Context: an optimization exercise on an open-source flow, tuned for small area and few clock cycles. The choices shown serve that exercise and are no tape-out recipe.
At most, simulation tests tie the RTL to the original design; equivalence was not proved.
No functional check of the RTL was part of runs 1 and 4 to 6.
Power is estimated from default activity; no workload was simulated.

==> design/flow/design.v <==
module drawing_engine (input  wire        clk,
                       input  wire        rst,
                       input  wire        req,
                       input  wire  [1:0] cmd,
                       output wire        ack,
                       output wire        busy,
                       input  wire [15:0] r0,
                       input  wire [15:0] r1,
                       input  wire [15:0] r2,
                       input  wire [15:0] r3,
                       input  wire [15:0] r4,
                       input  wire [15:0] r5,
                       input  wire [15:0] r6,
                       input  wire [15:0] r7,
                       output wire        de_req,
                       input  wire        de_ack,
                       output wire [17:0] de_addr,
                       output wire  [3:0] de_nbyte,
                       output wire [31:0] de_data);
function automatic [20:0] radd(input [19:0] a, input [19:0] b, input ci);
  integer i;
  reg c;
  begin
    c = ci;
    for (i = 0; i < 20; i = i + 1) begin
      radd[i] = a[i] ^ b[i] ^ c;
      c = (a[i] & b[i]) | (a[i] & c) | (b[i] & c);
    end
    radd[20] = c;
  end
endfunction
localparam S_IDLE  = 3'd0,
           S_LINE0 = 3'd1,
           S_LINE1 = 3'd2,
           S_LINE  = 3'd3,
           S_RINI1 = 3'd4,
           S_RINI2 = 3'd5,
           S_RECT  = 3'd6,
           S_CLEAR = 3'd7;
reg  [2:0]  st;
reg  [19:0] p;
reg  [11:0] e;
reg         q;
reg  [9:0]  n;
reg  [3:0]  m;
wire s_idle  = (st == S_IDLE);
wire s_line0 = (st == S_LINE0);
wire s_line  = (st == S_LINE);
wire s_rini1 = (st == S_RINI1);
wire s_rini2 = (st == S_RINI2);
wire s_rect  = (st == S_RECT);
wire s_clear = (st == S_CLEAR);
wire [20:0] n_dec = radd({10'd0, n}, 20'hfffff, 1'b0);
wire        l_sub = ~e[11] | s_line0;
wire [11:0] l_x   = l_sub ? 12'd0 : {1'b0, r0[9:0], 1'b0};
wire [11:0] l_y   = ~{1'b0, r1[9:0], 1'b0};
wire [11:0] l_cs  = e ^ l_x ^ l_y;
wire [11:0] l_cc  = (e & l_x) | (e & l_y) | (l_x & l_y);
wire [20:0] l_sum = radd({8'd0, l_cs}, {8'd0, l_cc[10:0], 1'b1}, 1'b0);
wire [20:0] l_cmp = radd({10'd0, r0[9:0]}, {10'd0, ~r1[9:0]}, 1'b1);
wire        l_wrap = ~l_sub & ~l_cmp[10];           
wire [11:0] l_tn  = {l_sum[11] ^ l_wrap, l_sum[10:0]};
wire        s1z = ~|r2[10:2], s1o = &r2[10:2];
wire        s2z = ~|r3[10:2], s2o = &r3[10:2];
wire  [1:0] l_s1  = q ? r2[1:0] : r3[1:0];
wire        l_z1  = q ? s1z : s2z;
wire        l_o1  = q ? s1o : s2o;
wire  [1:0] l_s2  = ~e[11] ? r2[1:0] : r3[1:0];
wire        l_z2  = ~e[11] ? s1z : s2z;
wire        l_o2  = ~e[11] ? s1o : s2o;
wire        l_end  = (n == 10'd0);
wire        l_end2 = (n == 10'd1);
wire  [2:0] l_lo  = {1'b0, l_s1} + {1'b0, p[1:0]};
wire        l_same  = ~l_end & (l_lo[2] ? l_o1 : l_z1);
wire  [2:0] l_lo2 = {1'b0, l_s2} + {1'b0, l_lo[1:0]};
wire        l_same2 = ~l_end2 & (l_lo2[2] ? l_o2 : l_z2);
wire  [3:0] l_bit  = 4'b0001 << p[1:0];
wire  [3:0] l_bit2 = l_same ? (4'b0001 << l_lo[1:0]) : 4'b0000;
wire  [7:0] r_w   = r2[15:8];
wire  [7:0] r_h   = r2[7:0];
wire [20:0] r_wx  = radd({12'd0, r_w}, {{18{~|r0[1:0]}}, r0[1:0] - 2'd1}, 1'b0);
wire  [6:0] r_nw1 = r_wx[8:2];            
wire  [1:0] r_xe  = r_wx[1:0];            
wire [20:0] r_row1 = radd({12'd0, e[7:0]}, 20'd0, 1'b1);
wire        r_lastrow = (r_row1[7:0] == r_h);
wire        r_lastw = (n[6:0] == 7'd0);
wire        r_dir   = m[0];
wire        r_first = m[1];
wire        r_left  = r_dir ? r_lastw : r_first;
wire        r_right = r_dir ? r_first : r_lastw;
wire  [3:0] r_lmask = 4'b1111 << r0[1:0];
wire  [3:0] r_rmask = 4'b1111 >> (2'd3 - r_xe);
wire  [3:0] r_mask  = (r_left ? r_lmask : 4'b1111) & (r_right ? r_rmask : 4'b1111);
wire  [2:0] r_py  = r1[2:0] + e[2:0];
reg  [15:0] r_pr;
always @(*)
  case (r_py[2:1])
    2'd0: r_pr = r4;
    2'd1: r_pr = r5;
    2'd2: r_pr = r6;
    default: r_pr = r7;
  endcase
wire  [7:0] r_rowb = r_py[0] ? r_pr[15:8] : r_pr[7:0];
wire  [3:0] r_pat  = {4{s_rect}} & (p[2] ? r_rowb[3:0] : r_rowb[7:4]);
wire        c_last = (p[19:2] == 18'd76799);
reg  [19:0] addb;
always @(*)
  if (s_line)       addb = q ? {{9{r2[10]}}, r2[10:0]} : {{9{r3[10]}}, r3[10:0]};
  else if (s_rini1) addb = {2'b00, r1[8:0], 9'd0};
  else if (s_rini2) addb = {10'd0, r0[9:7], 7'd0};
  else if (s_rect)  addb = r_lastw ? 20'd640 : (r_dir ? 20'hffffc : 20'd4);
  else              addb = 20'd4;
wire [20:0] psum = radd(p, addb, 1'b0);
wire fin = s_line ? l_end
         : s_rect ? (r_lastw & r_lastrow)
         : c_last;
assign busy    = ~s_idle;
assign ack     = (de_ack & fin & (s_line | s_rect | s_clear)) |
                 (s_rini2 & (r_w == 8'd0));
assign de_req  = ~de_ack & ((s_line & ~(l_same & l_same2)) | s_rect | s_clear);
assign de_addr = p[19:2];
assign de_nbyte = s_line ? ~(m | l_bit | l_bit2) : s_rect ? ~r_mask : 4'b0000;
wire  [7:0] col = s_line ? r6[7:0] : r0[7:0];
wire  [7:0] c0  = s_rect ? r3[15:8] : col;
wire  [7:0] c1  = r3[7:0];
assign de_data = {r_pat[0] ? c1 : c0, r_pat[1] ? c1 : c0,
                  r_pat[2] ? c1 : c0, r_pat[3] ? c1 : c0};
always @(posedge clk)
  if (rst)
    st <= S_IDLE;
  else
    case (st)
      S_IDLE:
        if (req)
          case (cmd)
            2'd0: begin
                  st <= S_LINE0;
                  p  <= {r5[3:0], r4};
                  e  <= {2'b00, r0[9:0]};
                  n  <= r0[9:0];
                  m  <= 4'b0000;
                  end
            2'd1: begin
                  st <= S_RINI1;
                  p  <= {4'd0, r1[8:0], r0[6:2], 2'b00};
                  end
            2'd2: begin
                  st <= S_CLEAR;
                  p  <= 20'd0;
                  end
            default: ;
          endcase
      S_LINE0: begin
        st <= S_LINE1;
        e  <= l_tn;
        end
      S_LINE1: begin
        st <= S_LINE;
        q  <= ~e[11];
        e  <= l_tn;
        end
      S_LINE:
        if (de_ack | l_same) begin
          if (de_ack & l_end)
            st <= S_IDLE;
          else begin
            p <= psum[19:0];
            q <= ~e[11];
            e <= l_tn;
            n <= n_dec[9:0];
            m <= de_ack ? 4'b0000 : (m | l_bit);
          end
        end
      S_RINI1: begin
        st <= S_RINI2;
        p  <= psum[19:0];
        end
      S_RINI2: begin
        st <= (r_w == 8'd0) ? S_IDLE : S_RECT;
        p  <= psum[19:0];
        e  <= 12'd0;
        n  <= {3'b000, r_nw1};
        m  <= 4'b0010;
        end
      S_RECT:
        if (de_ack) begin
          if (fin)
            st <= S_IDLE;
          else begin
            p <= psum[19:0];
            if (r_lastw) begin
              e <= {4'd0, r_row1[7:0]};
              n <= {3'b000, r_nw1};
              m <= {2'b01, ~r_dir};
            end else begin
              n <= n_dec[9:0];
              m <= {2'b00, r_dir};
            end
          end
        end
      S_CLEAR:
        if (de_ack) begin
          if (c_last)
            st <= S_IDLE;
          else
            p <= psum[19:0];
        end
      default: st <= S_IDLE;
    endcase
endmodule
==> design/flow/run.sh <==
#!/bin/bash
# synth_recipe.tcl (not shown) runs the flow's synth.tcl, then flattens the netlist and writes it again
# the make line also repeats each setting of config.mk as NAME=value (left out here)
make -C /OpenROAD-flow-scripts/flow DESIGN_CONFIG=/design/flow/config.mk WORK_HOME=/design/flow/orfs CLKGATE_MAP_FILE= SYNTH_SCRIPT=/design/flow/synth_recipe.tcl finish
==> design/flow/config.mk <==
export PLATFORM = sky130hd
export DESIGN_NAME = drawing_engine
export DESIGN_NICKNAME = drawing_engine
export VERILOG_FILES = /design/flow/design.v
export SDC_FILE = /design/flow/constraint.sdc
export NUM_CORES = 4
export LEC_CHECK = 0
export CAP_MARGIN = 20
export CORE_MARGIN = 2
export CORE_UTILIZATION = 40
export PLACE_DENSITY = 0.6
export SLEW_MARGIN = 20
==> design/flow/constraint.sdc <==
create_clock -name core_clock -period 7.0 [get_ports {clk}]
set_input_delay 1.4000 -clock core_clock [delete_from_list [all_inputs] [get_ports {clk}]]
set_output_delay 1.4000 -clock core_clock [all_outputs]
set_load 0.01 [all_outputs]
==> results of run 1 <==
==> cells in the mapped netlist, types with 16 or more instances <==
master / n
sky130_fd_sc_hd__mux2i_1: 23
sky130_fd_sc_hd__nand2_1: 90
sky130_fd_sc_hd__o21ai_0: 57
sky130_fd_sc_hd__clkbuf_1: 33
sky130_fd_sc_hd__a31oi_1: 21
sky130_fd_sc_hd__nor2_1: 57
sky130_fd_sc_hd__inv_1: 67
sky130_fd_sc_hd__nor2b_1: 22
sky130_fd_sc_hd__buf_4: 20
sky130_fd_sc_hd__fa_1: 46
sky130_fd_sc_hd__nor3_1: 16
sky130_fd_sc_hd__mux2_2: 52
sky130_fd_sc_hd__ha_1: 27
sky130_fd_sc_hd__a21oi_1: 29
sky130_fd_sc_hd__edfxtp_1: 47
==> kinds of logic (layout without fill, tap and decap cells) <==
group	count (synthesis)	count (layout)	synth area share [%]
flops	50	50	21.1
simple gates	260	260	18.5
mux	77	77	12.4
fa+ha+maj	77	77	18.7
buf+inv	129	331	8.14
xor+xnor	19	19	3.15
compound gates	187	187	18.0
==> power by group through the flow <==
stage	sequential [uW]	combinational, uW	clock, uW
after floorplan	563	1380	0
after global placement	595	2060	0
after detailed placement	596	2080	0
after CTS	589	2110	297
after global routing	601	2360	305
final	590	2130	293
==> layer usage <==
layer,routed length (microns),track usage [%]
met3,2530,7.27
met5,10,0
met1,11600,40.6
met2,11800,45.5
met4,850,9.49
==> cell type report <==
cell class                 count  area share, %
multi-input combinational    620           52.5
clock inverter                 3          0.471
clock buffer                   5           1.31
timing repair buffer         256           24.8
sequential                    50           15.4
inverter                      67           2.63
tap                          225           2.94
==> sequential cells by signal, indices dropped and copies added (netlist names) <==
| name | flops |
|---|---|
| p | 20 |
| e | 12 |
| n | 10 |
| m | 4 |
| st | 3 |
| q | 1 |
==> what timing repair did <==
item | in CTS | in global routing
hold endpoints to repair | 0 | 0
setup buffers | 1 | 2
pin swaps | 21 | 18
resized for setup | 27 | 3
setup endpoints to repair | 6 | 5
==> worst max-delay path, delay by kind of cell <==
family          cells  cell delay [ns]
xor+xnor            2             0.30
fa+ha+maj          19             5.56
compound gates      1             0.07
mux                 1             0.15
simple gates        1             0.14
buf+inv             4             0.22
==> path summary, 6_finish.rpt <==
kind,end
max,p[19]
min,m[3]
max reg2reg,p[19]
min reg2reg,m[3]
==> per-stage QoR <==
step / total power (uW) / setup slack, ns / hold WS, ns / TNS, ns / cell area, sq um
4_1_cts: 2990 / -1.14 / 0.567 / -2.91 / 9540
6_report: 3010 / -0.798 / 0.562 / -1.76 / 9570
2_1_floorplan: 1950 / -0.980 / 0.521 / -2.28 / 7020
3_5_place_dp: 2670 / -1.68 / 0.548 / -6.34 / 9340
3_3_place_gp: 2650 / -1.58 / 0.536 / -5.74 / 9340
5_1_grt: 3260 / -1.03 / 0.586 / -2.57 / 9570
==> qor_table.md, run 1 <==
| Result | This run |
| --- | --- |
| Combinational share of power | 70.7% |
| Width of the die | 136 microns |
| Final setup violation count | 3 |
| Critical setup path kind | in2reg |
| Worst voltage drop across the vdd grid | 0.000149 V |
| Post-synthesis instance area | 6960 sq um |
| Clock-pin transition on the worst setup and hold timing paths | 0.07 ns |
| Slew Viols, Final | 0 |
| Number of levels the H-tree was split into | 2 |
| Growth of design area from synthesis to finish | 37.4% |
| RSZ-0062 raised after global routing | yes |
| Post-Syn Nets | 1,006 |
| Instance count along the most critical hold path | 2 |
| #FFs+latches synth | 50 |
| Max FO, Critical Path | 2 |
| Hold buffer count at CTS | 0 |
| Area of the core | 17,200 sq um |
| Transition time of the tightest slew-check pin | 0.992 ns |
| Avg WL per Cell | 21.9 microns |
| Share of flip-flops with an asynchronous set or reset after synthesis | 0% |
| Residual DRC count | 0 |
| FMAX | 0.128 GHz |
| Final wirelength | 26,800 microns |
| Fraction of power consumed by sequential logic | 19.6% |
| Sequential-to-total area share from yosys stat | 21.1% |
| Leading cell type in the layout, fill and taps excluded | sky130_fd_sc_hd__clkdlybuf4s50_1 |
| Design internal power | 1630 uW |
| Top cells by area in the synthesized netlist | sky130_fd_sc_hd__edfxtp_1 (20%), sky130_fd_sc_hd__fa_1 (13%), sky130_fd_sc_hd__mux2_2 (8.4%), sky130_fd_sc_hd__ha_1 (4.9%), sky130_fd_sc_hd__nand2_1 (4.9%) |
| Layout violations | setup timing |
| R2R depth | 28 |
| Number of buffers added on ports | 178 |
| Number of inserted filler cells in the final layout | 1,650 |
| Most prevalent standard cell on the critical path | sky130_fd_sc_hd__fa_2 |
| Cell type contributing the most total cell area after synthesis | sky130_fd_sc_hd__edfxtp_1 |
| Worst setup margin | -0.798 ns |
| Number of global-route vias before repair | 6,808 |
| Slowest Stage Delay on Critical Path | 0.38 ns |
| Total instance count after detailed placement | 1,215 |
| Area taken by multi-input logic gates | 5020 sq um |
| Area of all sequential standard cells | 1470 sq um |
| Worst hold-check path type | reg2reg |
| Dpl hpwl | 21,800 microns |
| Total CTS buffers | 5 |
| Final cycle utilization of the critical path | 111% |
| Total I/O pin count | 191 |
| DRT Pass-1 Iters | 5 |
| Non-filler instance count after layout | 1,226 |
| Number of clock sinks | 50 |
| Layout cell share with drive strength beyond 1 | 19.5% |
| Final weighted congestion in routability-driven placement | 0.935 |
| Switching power of the nets | 1380 uW |
| GRT Resource Usage Total | 29.5% |
| CP max-delay cell | sky130_fd_sc_hd__fa_2 |
| Max-Slew Margin vs Limit | 33.6% |
| Highest-count cells in the layout ignoring fill and taps | sky130_fd_sc_hd__clkdlybuf4s50_1 (172), sky130_fd_sc_hd__nand2_1 (90), sky130_fd_sc_hd__buf_4 (78) |
| CTS Root Buffer Type | sky130_fd_sc_hd__clkbuf_16 |
| Count of mapped cells out of synthesis | 799 |
| Placement Rows | 48 |
| Beginning of the worst hold path | m[3] |
| Hold violation count in the final report | 0 |
| Crit path from | r3[0] |
| First-pass GRT wire length | 40,600 microns |
| Die span in y | 136 microns |
| Largest net degree at the start of global routing | 37 |
| Via total after detailed routing | 7,056 |
| Type of origin of the critical path | input port |
| Avg Vias per Cell | 5.76 |
| Leak | 0.00371 uW |
| Final clock skew | 0.0101 ns |
| Min Tclk post-route | 7.80 ns |
| Pwr dens | 315 nW/um^2 |
| Post-detailed-route count of antenna-violating nets | 0 |
| Status | failed layout checks |
| Iter 0 DRT Violations | 569 |
| Crit path capture type | register |
| Worst R2R Setup Slack | -0.31 ns |
| Synthesized area per cell | 8.71 sq um |
| Core occupancy in the finished layout | 55.7% |
| Arr. time, crit path | 7.84 ns |
| Antenna violations before repair | 1 |
| Synthesis warning total | 1 |
| Source-to-sink clock delay at the later pin of the worst-skew pair | 0.31 ns |
| Area of the die | 18,500 sq um |
| Count of antenna diodes in the layout | 0 |
| Reg-to-reg startpoint | st[1] |
| Distinct cell type count of the synthesized netlist | 74 |
| Number of enable flip-flop cells after synthesis | 47 |
| Max capacitance violation total | 0 |
| Power share of the clock group | 9.7% |
| Switching Fraction | 45.9% |
| Overall overflow remaining after global route | 0 |
| Required arrival time at the worst endpoint | 7.04 ns |
| Buffer depth of the longest clock path | 2 |
| Top cell type's share of synthesized area | 20.3% |
| Initial Util | 40.5% |
| Top FF cell, synth | sky130_fd_sc_hd__edfxtp_1 |
| CTS tree | done |
| Number of nets in the layout | 1,207 |
==> run 2, diff against run 1 <==
--- a/design/flow/design.v
+++ b/design/flow/design.v
@@ -110,7 +110,7 @@
   else if (s_rini2) addb = {10'd0, r0[9:7], 7'd0};
   else if (s_rect)  addb = r_lastw ? 20'd640 : (r_dir ? 20'hffffc : 20'd4);
   else              addb = 20'd4;
-wire [20:0] psum = radd(p, addb, 1'b0);
+wire [19:0] psum = p + addb;
 wire fin = s_line ? l_end
          : s_rect ? (r_lastw & r_lastrow)
          : c_last;
@@ -164,7 +164,7 @@
           if (de_ack & l_end)
             st <= S_IDLE;
           else begin
-            p <= psum[19:0];
+            p <= psum;
             q <= ~e[11];
             e <= l_tn;
             n <= n_dec[9:0];
@@ -173,11 +173,11 @@
         end
       S_RINI1: begin
         st <= S_RINI2;
-        p  <= psum[19:0];
+        p  <= psum;
         end
       S_RINI2: begin
         st <= (r_w == 8'd0) ? S_IDLE : S_RECT;
-        p  <= psum[19:0];
+        p  <= psum;
         e  <= 12'd0;
         n  <= {3'b000, r_nw1};
         m  <= 4'b0010;
@@ -187,7 +187,7 @@
           if (fin)
             st <= S_IDLE;
           else begin
-            p <= psum[19:0];
+            p <= psum;
             if (r_lastw) begin
               e <= {4'd0, r_row1[7:0]};
               n <= {3'b000, r_nw1};
@@ -203,7 +203,7 @@
           if (c_last)
             st <= S_IDLE;
           else
-            p <= psum[19:0];
+            p <= psum;
         end
       default: st <= S_IDLE;
     endcase
==> run 2 against run 1 <==
  * The run now finishes clean
  * Die area up 2.9%
  * Setup slack gained 1.2 ns
  * Non-clock buffer count decreased by 50
  * Total power grew 19%
  * Flip-flop and latch count unchanged
  * Register-to-register slack better by 1.3 ns
  * Area after synthesis increased by 3.0%
  * Clock skew increased by 0.0010 ns
  * Clock power is 2% higher
  * Count of clock-buffer cells in the layout increased by 1
  * Final area is 2.6% lower
  * Final cell count decreased by 1.6%
==> qor_table.md, run 2 <==
| Result | This run |
| --- | --- |
| Avg Vias per Cell | 5.87 |
| Simple-gate portion of the synthesized area | 17.7% |
| Design internal power | 1880 uW |
| Placement Rows | 48 |
| Count of mapped cells out of synthesis | 829 |
| Synthesis warning total | 1 |
| Max-Slew Margin vs Limit | 27.2% |
| Number of buffers added on ports | 178 |
| Worst voltage drop across the vdd grid | 0.000246 V |
| Avg WL per Cell | 21.9 microns |
| Type of origin of the critical path | input port |
| Number of global-route vias before repair | 6,730 |
| Crit path capture type | register |
| DRT Pass-1 Iters | 5 |
| Share of flip-flops with an asynchronous set or reset after synthesis | 0% |
| Final weighted congestion in routability-driven placement | 0.952 |
| Critical setup path kind | in2reg |
| Buffer depth of the longest clock path | 2 |
| Iter 0 DRT Violations | 410 |
| Highest-count cells in the layout ignoring fill and taps | sky130_fd_sc_hd__clkdlybuf4s50_1 (176), sky130_fd_sc_hd__nand2_1 (100), sky130_fd_sc_hd__inv_1 (58) |
| Power share of the clock group | 8.4% |
| RSZ-0062 raised after global routing | no |
| CTS Root Buffer Type | sky130_fd_sc_hd__clkbuf_16 |
| CTS tree | done |
| Hold buffer count at CTS | 0 |
| Top cells by count, synth | sky130_fd_sc_hd__nand2_1 (100), sky130_fd_sc_hd__inv_1 (58), sky130_fd_sc_hd__a21oi_1 (47), sky130_fd_sc_hd__edfxtp_1 (47), sky130_fd_sc_hd__ha_1 (45) |
| GRT Resource Usage Total | 27.2% |
| Max FO, Critical Path | 3 |
| Hold violation count in the final report | 0 |
| Combinational share of power | 74.0% |
| Adder-cell share of the synthesized area | 16.2% |
| Dominant combinational cell family by area after synthesis | compound AO/OA/AOI/OAI gates |
| Setup slack at placement | -0.708 ns |
| Leading cell type in the layout, fill and taps excluded | sky130_fd_sc_hd__clkdlybuf4s50_1 |
| Beginning of the worst hold path | m[2] |
| Leak | 0.00371 uW |
| Transition time of the tightest slew-check pin | 1.08 ns |
| Count of antenna diodes in the layout | 0 |
| Residual DRC count | 0 |
| Reg2reg end | e[11] |
| FMAX | 0.151 GHz |
| Setup Buffers After CTS | 0 |
| Post-synthesis instance area | 7170 sq um |
| Top register by number of flip-flops | p |
| Number of clock sinks | 50 |
| Pwr dens | 383 nW/um^2 |
| Status | timing/DRC/antenna clean |
| Width of the die | 138 microns |
| Multiplexer share of the synthesized area | 13.8% |
| Final cycle utilization of the critical path | 94.9% |
| R2R depth | 23 |
| Top FF cell, synth | sky130_fd_sc_hd__edfxtp_1 |
| Top cell type's share of synthesized area | 19.7% |
| Post-detailed-route count of antenna-violating nets | 0 |
| Post-synthesis compound-gate area fraction | 20.2% |
| Number of inserted filler cells in the final layout | 1,702 |
| Synthesized area per cell | 8.65 sq um |
| Fraction of power consumed by sequential logic | 17.6% |
| Initial Util | 41.2% |
| Layout cell share with drive strength beyond 1 | 8.97% |
| Number of nets in the layout | 1,188 |
| Final clock skew | 0.0111 ns |
| Instance count along the most critical hold path | 2 |
| Arr. time, crit path | 6.70 ns |
| First-pass GRT wire length | 38,400 microns |
| #FFs+latches synth | 50 |
| Switching Fraction | 47.2% |
| Worst hold-check path type | reg2reg |
| Synth Area in XOR/XNOR | 3.79% |
| Required arrival time at the worst endpoint | 7.06 ns |
| Area taken by multi-input logic gates | 5170 sq um |
| Worst R2R Setup Slack | 1.00 ns |
| Regs by FF count | p (20), e (12), n (10) |
| Final wirelength | 26,400 microns |
| Max capacitance violation total | 0 |
| Overall overflow remaining after global route | 0 |
| Via total after detailed routing | 7,077 |
| Top cells by area in the synthesized netlist | sky130_fd_sc_hd__edfxtp_1 (20%), sky130_fd_sc_hd__fa_1 (8.1%), sky130_fd_sc_hd__ha_1 (7.8%), sky130_fd_sc_hd__nand2_1 (5.2%), sky130_fd_sc_hd__mux2_1 (5.2%) |
| Worst setup margin | 0.356 ns |
| Area of all sequential standard cells | 1470 sq um |
| Area of the die | 19,000 sq um |
| Post-Syn Nets | 1,037 |
| Sequential-to-total area share from yosys stat | 20.5% |
| Hold Path End | m[2] |
| Dpl hpwl | 20,700 microns |
| Area of the core | 17,400 sq um |
| Clock-pin transition on the worst setup and hold timing paths | 0.08 ns |
| Growth of design area from synthesis to finish | 29.9% |
| Distinct cell type count of the synthesized netlist | 77 |
| Total I/O pin count | 191 |
| Source-to-sink clock delay at the later pin of the worst-skew pair | 0.31 ns |
| Antenna violations before repair | 0 |
| Final setup violation count | 0 |
| Cell type contributing the most total cell area after synthesis | sky130_fd_sc_hd__edfxtp_1 |
| Reg-to-reg startpoint | st[2] |
| Die span in y | 138 microns |
| Number of levels the H-tree was split into | 2 |
| Number of enable flip-flop cells after synthesis | 47 |
| Slew Viols, Final | 0 |
| Min Tclk post-route | 6.64 ns |
| Switching power of the nets | 1680 uW |
| TNS Setup | 0 ns |
| Dominant cell by count in the synthesized netlist | sky130_fd_sc_hd__nand2_1 |
| Largest net degree at the start of global routing | 37 |
| Flip-flop count of the largest register, all copies and words added | 20 |
| Total CTS buffers | 5 |
==> run 2: timing repair <==
item | in CTS | in global routing
setup endpoints to repair | 1 | 1
cloned | 0 | 0
pin swaps | 1 | 0
gates resized for setup | 8 | 3
==> run 2: critical path, stage by stage <==
cell and delay (ns):
sky130_fd_sc_hd__clkdlybuf4s50_1 0.53, sky130_fd_sc_hd__nand2_1 0.08, sky130_fd_sc_hd__fa_1 0.46, sky130_fd_sc_hd__fa_2 0.37
sky130_fd_sc_hd__fa_2 0.40, sky130_fd_sc_hd__fa_2 0.40, sky130_fd_sc_hd__fa_2 0.40, sky130_fd_sc_hd__fa_2 0.40
sky130_fd_sc_hd__fa_2 0.40, sky130_fd_sc_hd__fa_2 0.40, sky130_fd_sc_hd__fa_1 0.42, sky130_fd_sc_hd__inv_1 0.09
sky130_fd_sc_hd__fa_2 0.22, sky130_fd_sc_hd__xor2_2 0.20, sky130_fd_sc_hd__xnor2_1 0.14, sky130_fd_sc_hd__nor3_1 0.06
sky130_fd_sc_hd__mux2_1 0.31
==> run 2: final cells by class <==
cell class                 instances  share of cell area, %
multi-input combinational        656                   55.5
timing repair buffer             206                   21.4
sequential                        50                   15.8
tap                              225                   3.02
inverter                          61                   2.46
clock buffer                       6                   1.38
clock inverter                     2                  0.403
==> run 2: how the worst max path moves through the flow <==
stage | end | start | slack [ns] | cells after the start
3_3_place_gp | e[11] | r0[0] | -0.66 | 20
4_1_cts | e[11] | r0[0] | 0.009 | 20
6_report | e[11] | r0[1] | 0.36 | 17
3_5_place_dp | e[11] | r0[0] | -0.71 | 20
2_1_floorplan | e[11] | r0[0] | 0.07 | 19
5_1_grt | e[11] | r0[1] | 0.13 | 17
==> run 2: power by group through the flow <==
stage / logic [uW] / clock network [uW] / registers [uW]
2_1_floorplan: 1890 / 0 / 586
3_3_place_gp: 2560 / 0 / 633
3_5_place_dp: 2580 / 0 / 636
4_1_cts: 2630 / 301 / 629
5_1_grt: 2910 / 308 / 644
6_report: 2640 / 299 / 630
==> run 2: logic make-up (layout without fill, tap and decap cells) <==
kind of cell             count (synthesis)  count (layout)
buffers and inverters                  123             275
XOR/XNOR                                28              28
adder cells (fa/ha/maj)                 76              76
AO/OA/AOI/OAI                          218             218
AND/OR/NAND/NOR                        253             253
multiplexers                            81              81
flip-flops                              50              50
==> run 2: stage by stage <==
stage	util (%)	hold WS, ns	total power [uW]	std cells	cell area, sq um
4_1_cts	53.4	0.621	3560	1206	9310
3_3_place_gp	52.3	0.602	3190	1198	9120
3_5_place_dp	52.3	0.603	3210	1198	9120
2_1_floorplan	-	0.574	2480	829	7170
5_1_grt	53.5	0.649	3860	1206	9320
6_report	53.5	0.620	3570	1206	9320
==> run 2: metal layers <==
metal | global-route usage [%] | up-vias | wire, microns
met3 | 5.19 | 35 | 2300
met2 | 44.1 | 328 | 12100
met1 | 36.7 | 3381 | 11400
met5 | 0 | - | 0
li1 | - | 3333 | -
met4 | 8.16 | 0 | 651
Testbench counts of run 2, summed over its fixed seeds: cycles 75,778.
==> run 3, diff against run 2 <==
==> design/flow/flow/run.sh (new file) <==
#!/bin/bash
# The standard ORFS layout, with the port buffers that placement inserts
# (one per input and output port, as standard) made of the smallest buffer
# cell instead of the default choice.
set -euo pipefail
export BUFFER_PORTS_ARGS="-buffer_cell sky130_fd_sc_hd__buf_1"
bash standard.sh finish > standard_flow.log 2>&1
==> design/flow/standard.sh (new file) <==
#!/bin/bash
# synth_recipe.tcl (not shown) runs the flow's synth.tcl, then flattens the netlist and writes it again
# the make line also repeats each setting of config.mk as NAME=value (left out here)
make -C /OpenROAD-flow-scripts/flow DESIGN_CONFIG=/design/flow/config.mk WORK_HOME=/design/flow/orfs CLKGATE_MAP_FILE= SYNTH_SCRIPT=/design/flow/synth_recipe.tcl "${@:-finish}"
removed: design/flow/run.sh
==> run 3 against run 2 <==
  * Still clean
  * Register-to-register slack lost 0.12 ns
  * Count of clock-buffer cells in the layout shrank 1
  * Synthesized cell count is the same
  * Critical path type unchanged
  * Largest cell class unchanged
  * Highest routed layer unchanged
==> qor_table.md, run 3 <==
| Result | This run |
| --- | --- |
| Final weighted congestion in routability-driven placement | 0.917 |
| Final setup violation count | 0 |
| Overall overflow remaining after global route | 0 |
| Dpl hpwl | 20,000 microns |
| First-pass GRT wire length | 37,100 microns |
| Iter 0 DRT Violations | 545 |
| Required arrival time at the worst endpoint | 7.05 ns |
| TNS Setup | 0 ns |
| Number of global-route vias before repair | 6,639 |
| Initial Util | 41.2% |
| Crit path capture type | register |
| Top cells by count, synth | sky130_fd_sc_hd__nand2_1 (100), sky130_fd_sc_hd__inv_1 (58), sky130_fd_sc_hd__a21oi_1 (47), sky130_fd_sc_hd__edfxtp_1 (47), sky130_fd_sc_hd__ha_1 (45) |
| Final cycle utilization of the critical path | 96.0% |
| Hold buffer count at CTS | 0 |
| Number of enable flip-flop cells after synthesis | 47 |
| Leading cell type in the layout, fill and taps excluded | sky130_fd_sc_hd__buf_1 |
| Highest-count cells in the layout ignoring fill and taps | sky130_fd_sc_hd__buf_1 (178), sky130_fd_sc_hd__nand2_1 (100), sky130_fd_sc_hd__inv_1 (58) |
| Via total after detailed routing | 6,979 |
| Number of nets in the layout | 1,185 |
| Largest net degree at the start of global routing | 37 |
| Sequential-to-total area share from yosys stat | 20.5% |
| Pwr dens | 408 nW/um^2 |
| Count of mapped cells out of synthesis | 829 |
| Number of levels the H-tree was split into | 2 |
| Setup Buffers After CTS | 0 |
| Width of the die | 138 microns |
| Distinct cell type count of the synthesized netlist | 77 |
| RSZ-0062 raised after global routing | no |
| Residual DRC count | 0 |
| Cell type contributing the most total cell area after synthesis | sky130_fd_sc_hd__edfxtp_1 |
| Top delay family on crit path | adder cells |
| CP max-delay cell | sky130_fd_sc_hd__fa_1 |
| Slowest Stage Delay on Critical Path | 0.46 ns |
| Antenna violations before repair | 0 |
| Max FO, Critical Path | 3 |
| Core occupancy in the finished layout | 46.8% |
| Clock-pin transition on the worst setup and hold timing paths | 0.07 ns |
| DRT Pass-1 Iters | 5 |
| GRT Resource Usage Total | 26.2% |
| Slew Viols, Final | 0 |
| Flip-flop count of the largest register, all copies and words added | 20 |
| Total I/O pin count | 191 |
| Die span in y | 138 microns |
| Layout cell share with drive strength beyond 1 | 8.29% |
| Final clock skew | 0.00912 ns |
| Post-detailed-route count of antenna-violating nets | 0 |
| #FFs+latches synth | 50 |
| Number of clock sinks | 50 |
| Number of buffers added on ports | 178 |
| Top FF cell, synth | sky130_fd_sc_hd__edfxtp_1 |
| Avg WL per Cell | 21.0 microns |
| CTS Root Buffer Type | sky130_fd_sc_hd__clkbuf_16 |
| Total CTS buffers | 5 |
| Top cell type's share of synthesized area | 19.7% |
| Max-Slew Margin vs Limit | 29.9% |
| Top cells by area in the synthesized netlist | sky130_fd_sc_hd__edfxtp_1 (20%), sky130_fd_sc_hd__fa_1 (8.1%), sky130_fd_sc_hd__ha_1 (7.8%), sky130_fd_sc_hd__nand2_1 (5.2%), sky130_fd_sc_hd__mux2_1 (5.2%) |
| Type of origin of the critical path | input port |
| Worst voltage drop across the vdd grid | 0.000154 V |
| Arr. time, crit path | 6.78 ns |
| Dominant cell by count in the synthesized netlist | sky130_fd_sc_hd__nand2_1 |
| Number of inserted filler cells in the final layout | 1,804 |
| Min Tclk post-route | 6.72 ns |
| Regs by FF count | p (20), e (12), n (10) |
| Area of the die | 19,000 sq um |
| Count of antenna diodes in the layout | 0 |
| Critical setup path kind | in2reg |
| Leak | 0.00319 uW |
| Placement Rows | 48 |
| FMAX | 0.149 GHz |
| Buffer depth of the longest clock path | 2 |
| Synthesis warning total | 1 |
| Avg Vias per Cell | 5.81 |
| CTS tree | done |
| Transition time of the tightest slew-check pin | 1.04 ns |
| Hold violation count in the final report | 0 |
| Area of the core | 17,400 sq um |
| Share of flip-flops with an asynchronous set or reset after synthesis | 0% |
| Post-synthesis instance area | 7170 sq um |
| Growth of design area from synthesis to finish | 13.7% |
| Worst hold-check path type | reg2reg |
| Top register by number of flip-flops | p |
| Status | timing/DRC/antenna clean |
| Post-Syn Nets | 1,037 |
| Source-to-sink clock delay at the later pin of the worst-skew pair | 0.31 ns |
| Max capacitance violation total | 0 |
| Crit path buffers/inverters | 3 |
| Ordered cell list for the critical path | buf_1 > nand2_1 > fa_1 > inv_1 > ha_1 > nor2_1 > fa_2 > fa_2 > fa_2 > fa_2 > fa_1 > fa_1 > fa_1 > fa_1 > inv_1 > fa_2 > xor2_4 > xnor2_1 > nor3_1 > mux2_1 |
| Final wirelength | 25,300 microns |
| Synthesized area per cell | 8.65 sq um |
run 3: through the flow:
stage | hold slack, ns | setup WS, ns | instance area, sq um | cells | total power (uW)
floorplan | 0.574 | 0.0674 | 7170 | 829 | 2480
global placement | 0.605 | -0.282 | 7980 | 1195 | 2990
detailed placement | 0.626 | -0.366 | 7980 | 1195 | 3020
CTS | 0.646 | 0.0154 | 8130 | 1202 | 3290
global route | 0.704 | 0.0573 | 8150 | 1202 | 3640
finish | 0.658 | 0.278 | 8150 | 1202 | 3320
run 3: path summary, 6_finish.rpt:
kind	cells past startpoint	slack (ns)	end	from
setup reg to reg	23	0.88	e[11]	st[2]
setup / recovery	20	0.28	e[11]	r0[0]
hold / removal	2	0.66	m[3]	m[3]
hold reg to reg	2	0.66	m[3]	m[3]
run 3: kinds of logic (layout without fill, tap and decap cells):
kind of cell	Yosys count	after routing	share of synthesized area [%]
adders and majority gates	76	76	16.2
AOI/OAI and AO/OA	218	218	20.2
buffers and inverters	123	271	7.78
muxes	81	81	13.8
xor gates and xnor gates	28	28	3.79
and+or+nand+nor	253	253	17.7
DFF	50	50	20.5
run 3: per-layer routing:
metal | track usage, % | vias up | part of all wire (%)
li1 | - | 3330 | -
met1 | 35.4 | 3321 | 44
met2 | 44.4 | 301 | 47
met3 | 3.25 | 27 | 6.5
met4 | 6.80 | 0 | 1.9
met5 | 0 | - | 0
run 3: power breakdown:
group / switching, uW / internal [uW] / leakage (uW) / total (uW)
Sequential: 111 / 521 / 0.000466 / 632
Combinational: 1430 / 1010 / 0.00266 / 2440
Clock: 122 / 131 / 0.0000619 / 253
Total: 1660 / 1660 / 0.00319 / 3320
run 3: tightest hold or removal path, stage by stage (launching register included):
cell	delay, ns
sky130_fd_sc_hd__edfxtp_1	0.34
sky130_fd_sc_hd__a21oi_1	0.06
sky130_fd_sc_hd__nor3_1	0.12
run 3: repair_timing:
item	in CTS	in global routing
pin swaps	0	2
setup endpoints to repair	1	1
gates resized for setup	1	6
run 3: final cells by class:
type / instances / area (sq um) / share of cell area, %
clock buffers: 5 / 125 / 1.53
clock inverters: 2 / 15.0 / 0.184
inverters: 61 / 229 / 2.81
multi-input cells: 656 / 5170 / 63.5
flip-flops and latches: 50 / 1470 / 18.0
well taps: 225 / 282 / 3.45
repair buffers: 203 / 856 / 10.5
==> run 4, diff against run 3 <==
--- a/design/flow/design.v
+++ b/design/flow/design.v
@@ -52,13 +52,14 @@
 wire s_clear = (st == S_CLEAR);
 wire [20:0] n_dec = radd({10'd0, n}, 20'hfffff, 1'b0);
 wire        l_sub = ~e[11] | s_line0;
-wire [11:0] l_x   = l_sub ? 12'd0 : {1'b0, r0[9:0], 1'b0};
-wire [11:0] l_y   = ~{1'b0, r1[9:0], 1'b0};
+wire [11:0] l_x   = s_rini1 ? {1'b0, r1[8:0], 2'b00} :
+                    l_sub   ? 12'd0 : {1'b0, r0[9:0], 1'b0};
+wire [11:0] l_y   = s_rini1 ? {9'd0, r0[9:7]} : ~{1'b0, r1[9:0], 1'b0};
 wire [11:0] l_cs  = e ^ l_x ^ l_y;
 wire [11:0] l_cc  = (e & l_x) | (e & l_y) | (l_x & l_y);
-wire [20:0] l_sum = radd({8'd0, l_cs}, {8'd0, l_cc[10:0], 1'b1}, 1'b0);
+wire [20:0] l_sum = radd({8'd0, l_cs}, {8'd0, l_cc[10:0], ~s_rini1}, 1'b0);
 wire [20:0] l_cmp = radd({10'd0, r0[9:0]}, {10'd0, ~r1[9:0]}, 1'b1);
-wire        l_wrap = ~l_sub & ~l_cmp[10];           
+wire        l_wrap = ~l_sub & ~l_cmp[10] & ~s_rini1;           
 wire [11:0] l_tn  = {l_sum[11] ^ l_wrap, l_sum[10:0]};
 wire        s1z = ~|r2[10:2], s1o = &r2[10:2];
 wire        s2z = ~|r3[10:2], s2o = &r3[10:2];
@@ -103,14 +104,21 @@
 wire  [7:0] r_rowb = r_py[0] ? r_pr[15:8] : r_pr[7:0];
 wire  [3:0] r_pat  = {4{s_rect}} & (p[2] ? r_rowb[3:0] : r_rowb[7:4]);
 wire        c_last = (p[19:2] == 18'd76799);
-reg  [19:0] addb;
+reg  [10:0] addb;
 always @(*)
-  if (s_line)       addb = q ? {{9{r2[10]}}, r2[10:0]} : {{9{r3[10]}}, r3[10:0]};
-  else if (s_rini1) addb = {2'b00, r1[8:0], 9'd0};
-  else if (s_rini2) addb = {10'd0, r0[9:7], 7'd0};
-  else if (s_rect)  addb = r_lastw ? 20'd640 : (r_dir ? 20'hffffc : 20'd4);
-  else              addb = 20'd4;
-wire [19:0] psum = p + addb;
+  if (s_line)       addb = q ? r2[10:0] : r3[10:0];
+  else if (s_rect)  addb = r_lastw ? 11'd640 : (r_dir ? 11'h7fc : 11'd4);
+  else              addb = 11'd4;
+wire [20:0] plo  = radd({9'd0, p[10:0]}, {9'd0, addb}, 1'b0);
+wire  [8:0] phu  = p[19:11] ^ {9{addb[10]}};
+reg   [8:0] pht;
+integer pi;
+always @(*) begin
+  pht[0] = 1'b1;
+  for (pi = 1; pi < 9; pi = pi + 1)
+    pht[pi] = pht[pi-1] & phu[pi-1];
+end
+wire [19:0] psum = {p[19:11] ^ (pht & {9{plo[11] ^ addb[10]}}), plo[10:0]};
 wire fin = s_line ? l_end
          : s_rect ? (r_lastw & r_lastrow)
          : c_last;
@@ -142,7 +150,7 @@
                   end
             2'd1: begin
                   st <= S_RINI1;
-                  p  <= {4'd0, r1[8:0], r0[6:2], 2'b00};
+                  e  <= {3'd0, r1[8:0]};
                   end
             2'd2: begin
                   st <= S_CLEAR;
@@ -173,11 +181,11 @@
         end
       S_RINI1: begin
         st <= S_RINI2;
-        p  <= psum;
+        e  <= l_tn;
         end
       S_RINI2: begin
         st <= (r_w == 8'd0) ? S_IDLE : S_RECT;
-        p  <= psum;
+        p  <= {1'b0, e, r0[6:0]};
         e  <= 12'd0;
         n  <= {3'b000, r_nw1};
         m  <= 4'b0010;
==> design/flow/run.sh (new file) <==
#!/bin/bash
# synth_recipe.tcl (not shown) runs the flow's synth.tcl, then flattens the netlist and writes it again
# the make line also repeats each setting of config.mk as NAME=value (left out here)
make -C /OpenROAD-flow-scripts/flow DESIGN_CONFIG=/design/flow/config.mk WORK_HOME=/design/flow/orfs CLKGATE_MAP_FILE= SYNTH_SCRIPT=/design/flow/synth_recipe.tcl finish
removed: design/flow/flow/run.sh
removed: design/flow/standard.sh
==> run 4 against run 3 <==
  * Still clean on timing, DRC and antenna
  * Total power up 12%
  * Via count unchanged
  * Register-to-register slack lost 0.20 ns
  * Clock power rose by 17%
  * Die area is 2.0% lower
  * Non-clock buffer count increased by 26
  * Synthesized cell count down 6.0%
  * Final cell count fell by 1.8%
  * Global-route usage rose by 2.0 points
  * Count of clock-buffer cells in the layout did not move
  * Critical path depth unchanged
  * Critical path type unchanged
==> qor_table.md, run 4 <==
| Result | This run |
| --- | --- |
| Max capacitance violation total | 0 |
| Critical setup path kind | in2reg |
| Avg Vias per Cell | 5.91 |
| Pwr dens | 392 nW/um^2 |
| Overall overflow remaining after global route | 0 |
| Synthesized area per cell | 9.02 sq um |
| Final cycle utilization of the critical path | 96.7% |
| Number of enable flip-flop cells after synthesis | 47 |
| Buffer depth of the longest clock path | 2 |
| Flip-flop count of the largest register, all copies and words added | 20 |
| Tightest hold margin | 0.606 ns |
| Number of clock sinks | 50 |
| Status | timing/DRC/antenna clean |
| Highest-count cells in the layout ignoring fill and taps | sky130_fd_sc_hd__clkdlybuf4s50_1 (172), sky130_fd_sc_hd__nand2_1 (89), sky130_fd_sc_hd__inv_1 (52) |
| Area of all sequential standard cells | 1470 sq um |
| Top cells by count, synth | sky130_fd_sc_hd__nand2_1 (90), sky130_fd_sc_hd__inv_1 (57), sky130_fd_sc_hd__edfxtp_1 (47), sky130_fd_sc_hd__a21oi_1 (46), sky130_fd_sc_hd__fa_1 (40) |
| Number of inserted filler cells in the final layout | 1,521 |
| Final wirelength | 26,500 microns |
| Slew Viols, Final | 0 |
| Worst hold-check path type | reg2reg |
| Top cell type's share of synthesized area | 20.1% |
| Total CTS buffers | 5 |
| TNS Setup | 0 ns |
| Top FF cell, synth | sky130_fd_sc_hd__edfxtp_1 |
| Number of levels the H-tree was split into | 2 |
| Sequential-to-total area share from yosys stat | 20.9% |
| Width of the die | 137 microns |
| Type of origin of the critical path | input port |
| Worst voltage drop across the vdd grid | 0.000239 V |
| Crit path capture type | register |
| Hold violation count in the final report | 0 |
| CTS Root Buffer Type | sky130_fd_sc_hd__clkbuf_16 |
| Max-Slew Margin vs Limit | 42.3% |
| Min Tclk post-route | 6.77 ns |
| Layout cell share with drive strength beyond 1 | 16.6% |
| Area of the die | 18,600 sq um |
| Clock-pin transition on the worst setup and hold timing paths | 0.08 ns |
| Final weighted congestion in routability-driven placement | 0.923 |
| Total I/O pin count | 191 |
| Final clock skew | 0.00940 ns |
| Count of mapped cells out of synthesis | 779 |
| Largest net degree at the start of global routing | 37 |
| Post-Syn Nets | 982 |
| Leak | 0.00363 uW |
| Area of the core | 17,200 sq um |
| Source-to-sink clock delay at the later pin of the worst-skew pair | 0.31 ns |
| Top register by number of flip-flops | p |
| Die span in y | 137 microns |
| Top cells by area in the synthesized netlist | sky130_fd_sc_hd__edfxtp_1 (20%), sky130_fd_sc_hd__fa_1 (11%), sky130_fd_sc_hd__ha_1 (5.2%), sky130_fd_sc_hd__nand2_1 (4.8%), sky130_fd_sc_hd__mux2i_1 (4.1%) |
| Antenna violations before repair | 0 |
| Synthesis warning total | 1 |
| Arr. time, crit path | 6.79 ns |
| Number of global-route vias before repair | 6,918 |
| Max FO, Critical Path | 6 |
| Regs by FF count | p (20), e (12), n (10) |
| Area taken by multi-input logic gates | 5100 sq um |
| Growth of design area from synthesis to finish | 34.6% |
| First-pass GRT wire length | 39,600 microns |
| Share of flip-flops with an asynchronous set or reset after synthesis | 0% |
| Number of nets in the layout | 1,157 |
| GRT Resource Usage Total | 28.2% |
| Avg WL per Cell | 22.5 microns |
| Placement Rows | 48 |
| Number of buffers added on ports | 178 |
| DRT Pass-1 Iters | 5 |
| Post-detailed-route count of antenna-violating nets | 0 |
| Initial Util | 40.8% |
| Iter 0 DRT Violations | 727 |
| Dominant cell by count in the synthesized netlist | sky130_fd_sc_hd__nand2_1 |
| Post-synthesis instance area | 7030 sq um |
| Required arrival time at the worst endpoint | 7.02 ns |
| #FFs+latches synth | 50 |
| Via total after detailed routing | 6,979 |
| Final setup violation count | 0 |
| Dpl hpwl | 21,300 microns |
| Distinct cell type count of the synthesized netlist | 71 |
| Count of antenna diodes in the layout | 0 |
| CTS tree | done |
| FMAX | 0.148 GHz |
| Cell type contributing the most total cell area after synthesis | sky130_fd_sc_hd__edfxtp_1 |
| Leading cell type in the layout, fill and taps excluded | sky130_fd_sc_hd__clkdlybuf4s50_1 |
| Hold buffer count at CTS | 0 |
| Transition time of the tightest slew-check pin | 0.863 ns |
| Residual DRC count | 0 |
| Worst R2R Setup Slack | 0.68 ns |
[run 4: worst paths after layout]
path	startpoint	end	depth (start not counted)
worst min-delay path	st[1]	st[1]	2
worst max-delay path	r2[1]	p[18]	20
worst min register to register	st[1]	st[1]	2
worst max register to register	st[1]	e[11]	26
[run 4: layer usage]
metal	up-vias	global-route usage (%)	part of all wire (%)
met5	-	0	0
met4	0	9.72	3.4
met3	55	4.44	8.5
met2	368	46.9	47
met1	3361	37.3	41
li1	3195	-	-
[run 4: where the power goes]
group          total (uW)  internal, uW  switching, uW
combinational        2740          1290           1450
sequential            671           521            150
clock                 296           170            126
[run 4: cell families after synthesis]
kind of cell,share of synthesized area [%]
DFF,20.9
AOI/OAI and AO/OA,19.1
adders and majority gates,17.0
and+or+nand+nor,13.5
muxes,17.5
buffers and inverters,8.30
xor gates and xnor gates,3.72
[run 4: area by class of cell]
cell class | instances | share of cell area [%]
Tap cell | 225 | 2.98
Clock buffer | 5 | 1.32
Inverter | 68 | 2.70
Clock inverter | 3 | 0.463
Multi-Input combinational cell | 600 | 53.9
Timing Repair Buffer | 229 | 23.1
Sequential cell | 50 | 15.6
[run 4: timing repair]
item | in CTS | in global routing
cloned | 0 | 0
pin swaps | 12 | 27
setup endpoints to repair | 10 | 7
gates resized for setup | 16 | 20
setup buffers | 1 | 1
[run 4: per-stage QoR]
step / instance area, sq um / utilization (%) / total power (uW) / instances / worst slack, ns
floorplan: 7050 / - / 2470 / 779 / 0.0537
global placement: 9180 / 53.3 / 3230 / 1170 / -0.596
detailed placement: 9180 / 53.3 / 3310 / 1170 / -0.715
CTS: 9390 / 54.5 / 3660 / 1179 / 0.0306
global route: 9460 / 54.9 / 4030 / 1180 / -0.00194
finish: 9460 / 54.9 / 3710 / 1180 / 0.230
[run 4: worst max-delay path, cell delays in order]
cell and delay [ns]:
sky130_fd_sc_hd__clkdlybuf4s50_1 0.45, sky130_fd_sc_hd__mux2i_2 0.22, sky130_fd_sc_hd__nand2b_1 0.16, sky130_fd_sc_hd__fa_2 0.19, sky130_fd_sc_hd__inv_1 0.06, sky130_fd_sc_hd__fa_2 0.40
sky130_fd_sc_hd__fa_2 0.35, sky130_fd_sc_hd__fa_2 0.36, sky130_fd_sc_hd__fa_2 0.40, sky130_fd_sc_hd__fa_2 0.42, sky130_fd_sc_hd__fa_2 0.43, sky130_fd_sc_hd__fa_2 0.42
sky130_fd_sc_hd__fa_2 0.39, sky130_fd_sc_hd__inv_2 0.07, sky130_fd_sc_hd__fa_2 0.22, sky130_fd_sc_hd__nand3b_1 0.11, sky130_fd_sc_hd__mux2i_4 0.27, sky130_fd_sc_hd__o211ai_1 0.16
sky130_fd_sc_hd__xor2_1 0.18, sky130_fd_sc_hd__o221ai_1 0.14
==> run 5, diff against run 4 <==
==> design/flow/flow/run.sh (new file) <==
#!/bin/bash
# The standard ORFS layout, with the port buffers that placement inserts
# (one per input and output port, as standard) made of the smallest buffer
# cell instead of the default choice.
set -euo pipefail
export BUFFER_PORTS_ARGS="-buffer_cell sky130_fd_sc_hd__buf_1"
bash standard.sh finish > standard_flow.log 2>&1
==> design/flow/standard.sh (new file) <==
#!/bin/bash
# synth_recipe.tcl (not shown) runs the flow's synth.tcl, then flattens the netlist and writes it again
# the make line also repeats each setting of config.mk as NAME=value (left out here)
make -C /OpenROAD-flow-scripts/flow DESIGN_CONFIG=/design/flow/config.mk WORK_HOME=/design/flow/orfs CLKGATE_MAP_FILE= SYNTH_SCRIPT=/design/flow/synth_recipe.tcl "${@:-finish}"
--- a/design/flow/config.mk
+++ b/design/flow/config.mk
@@ -7,6 +7,6 @@
 export LEC_CHECK = 0
 export CAP_MARGIN = 20
 export CORE_MARGIN = 2
-export CORE_UTILIZATION = 40
-export PLACE_DENSITY = 0.6
+export CORE_UTILIZATION = 70
+export PLACE_DENSITY = 0.8
 export SLEW_MARGIN = 20
removed: design/flow/run.sh
==> run 5 against run 4 <==
  * Final area down 15%
  * Via count rose by 4.1%
  * Non-clock buffer count is 11 lower
  * Synthesized cell count stayed put
  * Still clean on timing, DRC and antenna
  * Highest routed layer unchanged
  * Combinational power down 7%
  * Maximum frequency down 1.7%
  * Critical path type unchanged
  * Register-to-register slack worse by 0.44 ns
  * Die area fell by 42%
==> qor_table.md, run 5 <==
| Result | This run |
| --- | --- |
| Switching power of the nets | 1710 uW |
| Area of the die | 10,900 sq um |
| Top delay family on crit path | adder cells |
| Required arrival time at the worst endpoint | 7.07 ns |
| Max FO, Critical Path | 2 |
| GRT Resource Usage Total | 42.5% |
| Number of global-route vias before repair | 6,958 |
| CTS tree | done |
| Share of flip-flops with an asynchronous set or reset after synthesis | 0% |
| Most prevalent standard cell on the critical path | sky130_fd_sc_hd__fa_2 |
| Antenna violations before repair | 0 |
| Setup slack at placement | -0.316 ns |
| Post-Syn Nets | 982 |
| Source-to-sink clock delay at the later pin of the worst-skew pair | 0.32 ns |
| Dominant cell by count in the synthesized netlist | sky130_fd_sc_hd__nand2_1 |
| Die span in y | 104 microns |
| Max-Slew Margin vs Limit | 29.8% |
| Crit path capture type | register |
| Worst voltage drop across the vdd grid | 0.000435 V |
| Buffer depth of the longest clock path | 2 |
| Avg Vias per Cell | 6.74 |
| Type of origin of the critical path | input port |
| Top FF cell, synth | sky130_fd_sc_hd__edfxtp_1 |
| Layout cell share with drive strength beyond 1 | 14.2% |
| Overall overflow remaining after global route | 0 |
| Area of the core | 9770 sq um |
| Iter 0 DRT Violations | 958 |
| Number of levels the H-tree was split into | 2 |
| Count of antenna diodes in the layout | 0 |
| Number of inserted filler cells in the final layout | 646 |
| CP max-delay cell | sky130_fd_sc_hd__fa_2 |
| Synthesis warning total | 1 |
| Sequential-to-total area share from yosys stat | 20.9% |
| Synthesized area per cell | 9.02 sq um |
| Final setup violation count | 0 |
| Design internal power | 1730 uW |
| Core occupancy in the finished layout | 82.4% |
| Hold violation count in the final report | 0 |
| Pwr dens | 427 nW/um^2 |
| Total instance count after detailed placement | 1,068 |
| Highest-count cells in the layout ignoring fill and taps | sky130_fd_sc_hd__buf_1 (177), sky130_fd_sc_hd__nand2_1 (90), sky130_fd_sc_hd__inv_1 (56) |
| Ordered cell list for the critical path | buf_1 > inv_2 > nand2_1 > ha_1 > ha_1 > fa_2 > fa_2 > fa_2 > fa_2 > fa_2 > fa_2 > fa_2 > fa_2 > fa_1 > inv_1 > fa_1 > xnor2_2 > xnor2_2 > nand2_1 > a211oi_2 > o21ai_0 > nor3b_2 > mux2i_1 |
| Count of mapped cells out of synthesis | 779 |
| Dpl hpwl | 18,300 microns |
| Leak | 0.00304 uW |
| Number of buffers added on ports | 178 |
| Initial Util | 71.9% |
| Crit path buffers/inverters | 3 |
| Overall power consumption | 3440 uW |
| Power share of the clock group | 6.5% |
| Min Tclk post-route | 6.89 ns |
| Number of enable flip-flop cells after synthesis | 47 |
| Top register by number of flip-flops | p |
| Distinct cell type count of the synthesized netlist | 71 |
| Non-filler instance count after layout | 1,077 |
| Switching Fraction | 49.6% |
| Crit path from | r0[7] |
| Avg WL per Cell | 21.6 microns |
| Top cell type's share of synthesized area | 20.1% |
| Max capacitance violation total | 0 |
| CTS Root Buffer Type | sky130_fd_sc_hd__clkbuf_8 |
| Post-detailed-route count of antenna-violating nets | 0 |
| Tightest hold margin | 0.618 ns |
| Worst setup margin | 0.112 ns |
| Worst hold-check path type | reg2reg |
| Hold buffer count at CTS | 0 |
| Final wirelength | 23,300 microns |
| DRT Pass-1 Iters | 5 |
| Final clock skew | 0.0111 ns |
| Fraction of power consumed by sequential logic | 19.6% |
| Post-synthesis instance area | 7030 sq um |
| Combinational share of power | 73.8% |
| Residual DRC count | 0 |
| Beginning of the worst hold path | st[1] |
| Number of clock sinks | 50 |
| Arr. time, crit path | 6.96 ns |
| Leading cell type in the layout, fill and taps excluded | sky130_fd_sc_hd__buf_1 |
| Via total after detailed routing | 7,263 |
| Placement Rows | 36 |
| Slowest Stage Delay on Critical Path | 0.41 ns |
| Width of the die | 104 microns |
| Total CTS buffers | 5 |
| Final weighted congestion in routability-driven placement | 1.05 |
| Cell type contributing the most total cell area after synthesis | sky130_fd_sc_hd__edfxtp_1 |
| Reg-to-reg startpoint | st[1] |
| Slew Viols, Final | 0 |
| #FFs+latches synth | 50 |
| Final cycle utilization of the critical path | 98.4% |
| Growth of design area from synthesis to finish | 14.7% |
| Total I/O pin count | 191 |
| Status | timing/DRC/antenna clean |
| Critical setup path kind | in2reg |
| Top cells by area in the synthesized netlist | sky130_fd_sc_hd__edfxtp_1 (20%), sky130_fd_sc_hd__fa_1 (11%), sky130_fd_sc_hd__ha_1 (5.2%), sky130_fd_sc_hd__nand2_1 (4.8%), sky130_fd_sc_hd__mux2i_1 (4.1%) |
| FMAX | 0.145 GHz |
| Transition time of the tightest slew-check pin | 1.05 ns |
| Top cells by count, synth | sky130_fd_sc_hd__nand2_1 (90), sky130_fd_sc_hd__inv_1 (57), sky130_fd_sc_hd__edfxtp_1 (47), sky130_fd_sc_hd__a21oi_1 (46), sky130_fd_sc_hd__fa_1 (40) |
| Number of nets in the layout | 1,146 |
| First-pass GRT wire length | 36,400 microns |
| Clock-pin transition on the worst setup and hold timing paths | 0.10 ns |
| Regs by FF count | p (20), e (12), n (10) |
| Flip-flop count of the largest register, all copies and words added | 20 |
| Largest net degree at the start of global routing | 37 |
## run 5: through the flow
step / TNS, ns / area, sq um
after CTS: 0 / 7980
after global placement: -1.25 / 7860
after floorplan: 0 / 7050
after detailed placement: -2.12 / 7860
final: 0 / 8060
after global routing: -0.0619 / 8060
## run 5: cells by family after synthesis
family	Yosys count	share of synthesized area, %
fa+ha+maj	72	17.0
simple gates	202	13.5
mux	94	17.5
flops	50	20.9
compound gates	203	19.1
buf+inv	129	8.30
xor+xnor	29	3.72
## run 5: power groups by stage
| stage | registers [uW] | logic (uW) | clock network (uW) |
|---|---|---|---|
| finish | 675 | 2540 | 224 |
| floorplan | 607 | 1860 | 0 |
| global placement | 666 | 2270 | 0 |
| global route | 691 | 2770 | 231 |
| detailed placement | 674 | 2380 | 0 |
| CTS | 666 | 2410 | 222 |
## run 5: cell type report
type / count / area, sq um / area share (%)
tap: 133 / 166 / 2.07
multi-input combinational: 600 / 5070 / 63.0
clock inverter: 3 / 48.8 / 0.606
inverter: 68 / 255 / 3.17
timing repair buffer: 218 / 970 / 12.0
clock buffer: 5 / 68.8 / 0.854
sequential: 50 / 1470 / 18.3
## run 5: final timing paths
path / slack, ns / end / cells after the start
setup / recovery: 0.11 / e[11] / 23
hold / removal: 0.62 / st[1] / 2
setup reg to reg: 0.24 / e[11] / 25
hold reg to reg: 0.62 / st[1] / 2
## run 5: what timing repair did
item / in CTS / in global routing
endpoints found under the setup margin: 0 / 7
buffers inserted: 0 / 1
resized for setup: 0 / 14
## run 5: layer usage
layer	wire, microns	part of all wire, %	global-route usage (%)
met1	8590	37	57.2
met2	10900	47	69.7
met3	2610	11	5.58
met4	1170	5.0	17.7
met5	0	0	0
## run 5: tightest hold or removal path: stages, from the launching register on
cell and delay [ns]:
sky130_fd_sc_hd__dfxtp_1 0.34, sky130_fd_sc_hd__inv_2 0.12, sky130_fd_sc_hd__a221oi_1 0.11
==> run 6, diff against run 5 <==
--- a/design/flow/design.v
+++ b/design/flow/design.v
@@ -33,8 +33,7 @@
            S_LINE0 = 3'd1,
            S_LINE1 = 3'd2,
            S_LINE  = 3'd3,
-           S_RINI1 = 3'd4,
-           S_RINI2 = 3'd5,
+           S_RINI  = 3'd4,
            S_RECT  = 3'd6,
            S_CLEAR = 3'd7;
 reg  [2:0]  st;
@@ -46,20 +45,20 @@
 wire s_idle  = (st == S_IDLE);
 wire s_line0 = (st == S_LINE0);
 wire s_line  = (st == S_LINE);
-wire s_rini1 = (st == S_RINI1);
-wire s_rini2 = (st == S_RINI2);
+wire s_rini  = (st == S_RINI);
 wire s_rect  = (st == S_RECT);
 wire s_clear = (st == S_CLEAR);
 wire [20:0] n_dec = radd({10'd0, n}, 20'hfffff, 1'b0);
 wire        l_sub = ~e[11] | s_line0;
-wire [11:0] l_x   = s_rini1 ? {1'b0, r1[8:0], 2'b00} :
+wire [11:0] l_x   = s_rini ? {1'b0, r1[8:0], 2'b00} :
                     l_sub   ? 12'd0 : {1'b0, r0[9:0], 1'b0};
-wire [11:0] l_y   = s_rini1 ? {9'd0, r0[9:7]} : ~{1'b0, r1[9:0], 1'b0};
+wire [11:0] l_y   = s_rini ? {9'd0, r0[9:7]} :
+                    s_rect ? 12'd0 : ~{1'b0, r1[9:0], 1'b0};
 wire [11:0] l_cs  = e ^ l_x ^ l_y;
 wire [11:0] l_cc  = (e & l_x) | (e & l_y) | (l_x & l_y);
-wire [20:0] l_sum = radd({8'd0, l_cs}, {8'd0, l_cc[10:0], ~s_rini1}, 1'b0);
+wire [20:0] l_sum = radd({8'd0, l_cs}, {8'd0, l_cc[10:0], ~s_rini}, 1'b0);
 wire [20:0] l_cmp = radd({10'd0, r0[9:0]}, {10'd0, ~r1[9:0]}, 1'b1);
-wire        l_wrap = ~l_sub & ~l_cmp[10] & ~s_rini1;           
+wire        l_wrap = ~l_sub & ~l_cmp[10] & ~s_rini;           
 wire [11:0] l_tn  = {l_sum[11] ^ l_wrap, l_sum[10:0]};
 wire        s1z = ~|r2[10:2], s1o = &r2[10:2];
 wire        s2z = ~|r3[10:2], s2o = &r3[10:2];
@@ -82,8 +81,8 @@
 wire [20:0] r_wx  = radd({12'd0, r_w}, {{18{~|r0[1:0]}}, r0[1:0] - 2'd1}, 1'b0);
 wire  [6:0] r_nw1 = r_wx[8:2];            
 wire  [1:0] r_xe  = r_wx[1:0];            
-wire [20:0] r_row1 = radd({12'd0, e[7:0]}, 20'd0, 1'b1);
-wire        r_lastrow = (r_row1[7:0] == r_h);
+wire  [7:0] r_row1 = l_tn[7:0];           
+wire        r_lastrow = (r_row1 == r_h);
 wire        r_lastw = (n[6:0] == 7'd0);
 wire        r_dir   = m[0];
 wire        r_first = m[1];
@@ -124,7 +123,7 @@
          : c_last;
 assign busy    = ~s_idle;
 assign ack     = (de_ack & fin & (s_line | s_rect | s_clear)) |
-                 (s_rini2 & (r_w == 8'd0));
+                 (s_rini & (r_w == 8'd0));
 assign de_req  = ~de_ack & ((s_line & ~(l_same & l_same2)) | s_rect | s_clear);
 assign de_addr = p[19:2];
 assign de_nbyte = s_line ? ~(m | l_bit | l_bit2) : s_rect ? ~r_mask : 4'b0000;
@@ -149,7 +148,7 @@
                   m  <= 4'b0000;
                   end
             2'd1: begin
-                  st <= S_RINI1;
+                  st <= S_RINI;
                   e  <= {3'd0, r1[8:0]};
                   end
             2'd2: begin
@@ -179,13 +178,9 @@
             m <= de_ack ? 4'b0000 : (m | l_bit);
           end
         end
-      S_RINI1: begin
-        st <= S_RINI2;
-        e  <= l_tn;
-        end
-      S_RINI2: begin
+      S_RINI: begin
         st <= (r_w == 8'd0) ? S_IDLE : S_RECT;
-        p  <= {1'b0, e, r0[6:0]};
+        p  <= {1'b0, l_tn, r0[6:0]};
         e  <= 12'd0;
         n  <= {3'b000, r_nw1};
         m  <= 4'b0010;
@@ -197,7 +192,7 @@
           else begin
             p <= psum;
             if (r_lastw) begin
-              e <= {4'd0, r_row1[7:0]};
+              e <= {4'd0, r_row1};
               n <= {3'b000, r_nw1};
               m <= {2'b01, ~r_dir};
             end else begin
--- a/design/flow/config.mk
+++ b/design/flow/config.mk
@@ -7,6 +7,6 @@
 export LEC_CHECK = 0
 export CAP_MARGIN = 20
 export CORE_MARGIN = 2
-export CORE_UTILIZATION = 70
-export PLACE_DENSITY = 0.8
+export CORE_UTILIZATION = 40
+export PLACE_DENSITY = 0.6
 export SLEW_MARGIN = 20
==> run 6 against run 5 <==
  * Critical path type is now in2out
  * Now fails the layout checks on setup timing
  * Final cell count about the same
  * Sequential power decreased by 6.8%
  * Hold slack got worse by 0.051 ns
  * Utilization shrank 33 points
==> qor_table.md, run 6 <==
| Result | This run |
| --- | --- |
| Number of enable flip-flop cells after synthesis | 47 |
| Status | failed layout checks |
| Sequential-to-total area share from yosys stat | 22.6% |
| Layout violations | setup timing |
| Metal1 wirelength | 9900 microns |
| Final clock skew | 0.00505 ns |
| Top cell type's share of synthesized area | 21.7% |
| Type of origin of the critical path | input port |
| Synthesis warning total | 1 |
| Leading cell type in the layout, fill and taps excluded | sky130_fd_sc_hd__buf_1 |
| Critical setup path kind | in2out |
| Share of flip-flops with an asynchronous set or reset after synthesis | 0% |
| Highest-count cells in the layout ignoring fill and taps | sky130_fd_sc_hd__buf_1 (175), sky130_fd_sc_hd__nand2_1 (69), sky130_fd_sc_hd__inv_1 (59) |
| Worst R2R Setup Slack | 0.77 ns |
| Total instance count after detailed placement | 1,068 |
| FMAX | 0.137 GHz |
| Worst setup margin | -0.294 ns |
| CP max-delay cell | sky130_fd_sc_hd__fa_1 |
| #FFs+latches synth | 50 |
| Cell type contributing the most total cell area after synthesis | sky130_fd_sc_hd__edfxtp_1 |
| Layout cell share with drive strength beyond 1 | 19.3% |
| Clock-pin transition on the worst setup and hold timing paths | 0.07 ns |
| Number of buffers added on ports | 178 |
| Die span in y | 132 microns |
| Total CTS buffers | 5 |
| Synthesized area per cell | 9.73 sq um |
| Power share of the clock group | 8.1% |
| Top register by number of flip-flops | p |
| Switching Fraction | 48.3% |
| Iter 0 DRT Violations | 663 |
| RSZ-0062 raised after global routing | yes |
| Instance count along the most critical hold path | 1 |
| Area of the core | 15,900 sq um |
| Regs by FF count | p (20), e (12), n (10) |
| Design internal power | 1860 uW |
| Dpl hpwl | 18,800 microns |
| Final setup violation count | 1 |
| Adder-cell share of the synthesized area | 17.2% |
| Combinational share of power | 74.5% |
| Avg WL per Cell | 21.5 microns |
| Residual DRC count | 0 |
| Required arrival time at the worst endpoint | 5.60 ns |
| Non-filler instance count after layout | 1,078 |
| WL met2 | 10,900 microns |
| Post-route design area | 7830 sq um |
| Multiplexer share of the synthesized area | 18.8% |
| Overall overflow remaining after global route | 0 |
| Final wirelength | 23,200 microns |
| Ordered cell list for the critical path | clkbuf_2 > nor2_2 > a21oi_2 > fa_1 > inv_1 > fa_2 > fa_2 > fa_2 > fa_2 > fa_2 > fa_2 > fa_1 > xnor2_1 > nand4_1 > nor2_2 > nand2_1 > o21ai_1 > o2111ai_1 > o21ai_1 > buf_2 |
[run 6: cell types whose count changed after synthesis, sizes merged, moves of 7 or more]
| cell | before | now |
|---|---|---|
| a22oi | 12 | 21 |
| xor2 | 16 | 9 |
| clkbuf | 27 | 15 |
| a21oi | 47 | 26 |
| o22ai | 10 | 3 |
| a222oi | 0 | 8 |
| inv | 67 | 59 |
| nand2 | 91 | 69 |
| o21ai | 56 | 39 |
| o311ai | 10 | 0 |
[run 6: cell type report]
type	count	area (sq um)	share of cell area, %
clock buffer	6	129	1.65
inverter	59	221	2.83
tap	216	270	3.45
multi-input combinational	513	4620	59.0
sequential	50	1470	18.8
clock inverter	2	37.5	0.479
timing repair buffer	232	1080	13.8
[run 6: final timing paths]
| path | startpoint | end |
|---|---|---|
| min reg2reg | e[11] | q |
| max | r1[0] | ack |
| max reg2reg | st[2] | e[11] |
| min | e[11] | q |
[run 6: critical path: cells and delay by family]
kind                       cells  cell delay [ns]
and+or+nand+nor                4             0.46
adders and majority gates      8             3.14
AOI/OAI and AO/OA              4             0.44
buffers and inverters          3             0.32
xor gates and xnor gates       1             0.13
[run 6: kinds of logic after synthesis]
group | count (synthesis)
flip-flops | 50
adder cells (fa/ha/maj) | 67
AND/OR/NAND/NOR | 187
multiplexers | 90
XOR/XNOR | 25
buffers and inverters | 107
AO/OA/AOI/OAI | 144
[run 6: power by group through the flow]
stage | Clock [uW] | Combinational, uW | Sequential, uW
final | 292 | 2680 | 629
after global routing | 305 | 2890 | 646
after CTS | 296 | 2630 | 628
after detailed placement | 0 | 2600 | 635
after global placement | 0 | 2580 | 632
after floorplan | 0 | 1790 | 593
[run 6: repair_timing]
item                                    CTS  global route
setup buffers                             2             0
pin swaps                                11             9
endpoints found under the setup margin    4             6
gates resized for setup                   6             7
[run 6: routing by layer]
metal	GRT usage, %	up-vias
li1	-	2842
met3	5.94	38
met5	0	-
met2	43.3	273
met1	35.9	3029
met4	6.88	2
[run 6: stage by stage]
stage	hold slack, ns	worst slack (ns)	TNS, ns
floorplan	0.521	0.00674	0
global placement	0.548	-0.545	-1.98
detailed placement	0.555	-0.512	-2.19
CTS	0.567	-0.359	-0.359
global route	0.604	-0.507	-0.523
finish	0.566	-0.294	-0.294

Check on run 6: ideal ports give -0.294 ns setup slack; a clkbuf_16 on the clock port and buf_2 on the inputs give -0.325 ns; moving port delays by the midpoint clock arrival (0.348 ns) as well gives -0.325 ns.
